Context: an optimization exercise on an open-source flow, tuned for small area, a short achievable clock period and few clock cycles. The choices shown serve that exercise and are no tape-out recipe. Function was checked by simulation only, so behaviour that the tests miss may differ from the original.

Setup of v6:
Design CONVEX, start of the top module:
module CONVEX(
input               CLK,
input               RST,
input       [4:0]   PT_XY,
output              READ_PT,
output reg  [9:0]   DROP_X,
output reg  [9:0]   DROP_Y,
output reg          DROP_V);
For scale: about 2700 cells after synthesis, ~530 flip-flops.
==> flow/config.mk <==
export PLATFORM = sky130hd
export DESIGN_NAME = CONVEX
export DESIGN_NICKNAME = CONVEX
export VERILOG_FILES = /design/flow/design.v
export SDC_FILE = /design/flow/constraint.sdc
export NUM_CORES = 4
export LEC_CHECK = 0
export CAP_MARGIN = 20
export CORE_MARGIN = 2
export CORE_UTILIZATION = 55
export CTS_CLUSTER_DIAMETER = 120
export CTS_CLUSTER_SIZE = 20
export SETUP_SLACK_MARGIN = 5
export SLEW_MARGIN = 20
==> flow/constraint.sdc <==
create_clock -name core_clock -period 8.5 [get_ports {CLK}]
set_input_delay 1.7000 -clock core_clock [delete_from_list [all_inputs] [get_ports {CLK}]]
set_output_delay 1.7000 -clock core_clock [all_outputs]
set_load 0.01 [all_outputs]
standard.sh (not shown) runs the stock make flow with config.mk's settings and CLKGATE_MAP_FILE= SYNTH_SCRIPT=/design/flow/synth_recipe.tcl, a recipe that flattens the netlist after the stock synthesis.
==> flow/flow/run.sh <==
#!/bin/bash
set -euo pipefail
MARGIN=${MARGIN:-5.3}
sed -E "s/SETUP_SLACK_MARGIN=[0-9.]+/SETUP_SLACK_MARGIN=${MARGIN}/" standard.sh > standard_margin.sh
grep -q "SETUP_SLACK_MARGIN=${MARGIN}" standard_margin.sh
bash standard_margin.sh > flow.log 2>&1
Testbench counts of v6, summed over its fixed seeds: cycles 23,534.
Edits applied to the flow inputs when going from v6 to v7:
==> flow/run.sh (new file) <==
#!/bin/bash
# synth_recipe.tcl (not shown) runs the flow's synth.tcl, then flattens the netlist and writes it again
# the make line also repeats each setting of config.mk as NAME=value (left out here)
make -C /OpenROAD-flow-scripts/flow DESIGN_CONFIG=/design/flow/config.mk WORK_HOME=/design/flow/orfs CLKGATE_MAP_FILE= SYNTH_SCRIPT=/design/flow/synth_recipe.tcl finish
removed: flow/flow/run.sh
removed: flow/standard.sh
- The launch point of the critical path comes out s2_r0[20] in one run and cnt[0] in the other, namely in v6 and v7 respectively.
- v7: final cell count is 24 lower than what v6 reported.
- v7 vs. v6: area share of xor/xnor cells in the synthesized design level; portion of the clock cycle consumed by the worst path in the final layout moved up.
- Per the final summary, v7 finished and its layout is clean on timing, DRC and antenna.
- Wire length: v7 vs v6 down 2.6%
- Via count was lower in v7 than in v6.

CONVEX, a different RTL version from the one above (not shown whole).
For scale: roughly 29 I/O pins.
==> flow/design.v (excerpt) <==
module CONVEX(
input               CLK,
input               RST,
input       [4:0]   PT_XY,
output              READ_PT,
output reg  [9:0]   DROP_X,
output reg  [9:0]   DROP_Y,
output reg          DROP_V);
reg  [2:0]  rx_cnt;
reg  [19:0] rx;
reg         rx_full;
reg  [19:0] pn;
reg         pn_v;
reg  [1:0]  npts;
reg         rp_n;                           
assign      READ_PT = !rp_n;
wire        accept   = READ_PT && (rx_cnt == 3'd0 || rx_cnt == 3'd1);
wire [2:0]  rx_cnt_n = accept ? 3'd4 : (rx_cnt != 3'd0 ? rx_cnt - 3'd1 : 3'd0);
wire        rx_done  = (rx_cnt == 3'd1);
wire        pn_take;                        
wire        pn_free  = !pn_v || pn_take;
wire        rx_move  = rx_full && pn_free;
wire        rx_byp   = rx_done && pn_free;
wire        rx_full_n = (rx_done && !pn_free) || (rx_full && !rx_move);
wire        pn_v_n    = rx_move || rx_byp || (pn_v && !pn_take);
always @(posedge CLK) begin
    if (rx_cnt != 3'd0) rx <= {rx[14:0], PT_XY};
    if (rx_move)     pn <= rx;
    else if (rx_byp) pn <= {rx[14:0], PT_XY};
end
always @(posedge CLK or posedge RST) begin
    if (RST) begin
        rx_cnt  <= 3'd0;
        rx_full <= 1'b0;
        pn_v    <= 1'b0;
        rp_n    <= 1'b0;
    end
    else begin
        rx_cnt  <= rx_cnt_n;
        rx_full <= rx_full_n;
        pn_v    <= pn_v_n;
        rp_n    <= !(!rx_full_n && (rx_cnt_n == 3'd0 || (rx_cnt_n == 3'd1 && !pn_v_n)));
    end
end
reg  [19:0] Q [0:11];
reg  [3:0]  cnt;
wire        pop;
reg  [1:0]  npush;
reg  [19:0] D0, D1;
wire [3:0]  base = cnt - {3'd0, pop};
wire        s3_v, s3_first, s3_last, s3_vis;
wire [19:0] s3_A;
reg  [12:0] at;                             
integer k, j;
always @(*) begin
    for (k = 0; k < 13; k = k + 1) at[k] = (cnt == k);
end
reg         pend, pend_drop0, pend_ins0, pend_inside, pend_swap;
reg         bodd;
wire        base_odd = bodd;
wire [19:0] DE = base_odd ? D1 : D0;        
  ...
clock: 8.5 ns
lec_check: 0
cap_margin: 20
core_margin: 2
core_utilization: 55
cts_cluster_diameter: 120
cts_cluster_size: 20
setup_slack_margin: 5
slew_margin: 20
run.sh (not shown) runs the stock make flow with config.mk's settings and CLKGATE_MAP_FILE= SYNTH_SCRIPT=/design/flow/synth_recipe.tcl, a recipe that flattens the netlist after the stock synthesis.
Stock flow here: none of the scripts above is used.
Testbench counts at the start, summed over its fixed seeds: cycles 23,534.
Rerun with:
--- a/flow/config.mk
+++ b/flow/config.mk
@@ -7,3 +7,3 @@
 export LEC_CHECK = 0
-export CAP_MARGIN = 20
+export CAP_MARGIN = 0
 export CORE_MARGIN = 2
@@ -13,2 +13,2 @@
 export SETUP_SLACK_MARGIN = 5
-export SLEW_MARGIN = 20
+export SLEW_MARGIN = 0
Result: The changed run went through all stages and came out clean; area after synthesis does not change; register-to-register slack gets worse by 0.03 ns; sequential cell count stays the same; cell area barely changes; utilization stays flat; cell count is about the same.

==> separate check: timing with driven ports <==
In the flow no input, the clock included, has a driving cell. The finished layouts below were timed again as built, in two steps. Step 1, drivers: a clkbuf_16 drives CLK and a buf_2 each remaining input, both assumed. Step 2 moves the port delays by t, midway between the first and last clock arrival at a register: inputs arrive t later, outputs are due t later. That takes back most of the time a late clock gives input paths. Three values: ideal, step 1, step 2; two values: the first two.
run	t, ns	setup WS [ns]	latest minus earliest clock arrival (ns)	worst data-port slew with drivers (ns)
v6	0.666	5.152 / 5.152 / 5.152	0.038 / 0.038	0.06
v7	0.680	5.065 / 5.065 / 5.065	0.064 / 0.064	0.05
the first run of note 2	0.661	5.113 / 5.113 / 5.113	0.033 / 0.033	0.04
the second run of note 2	0.675	5.079 / 5.079 / 5.079	0.024 / 0.025	0.03
After both steps setup and hold are still met in every run listed.
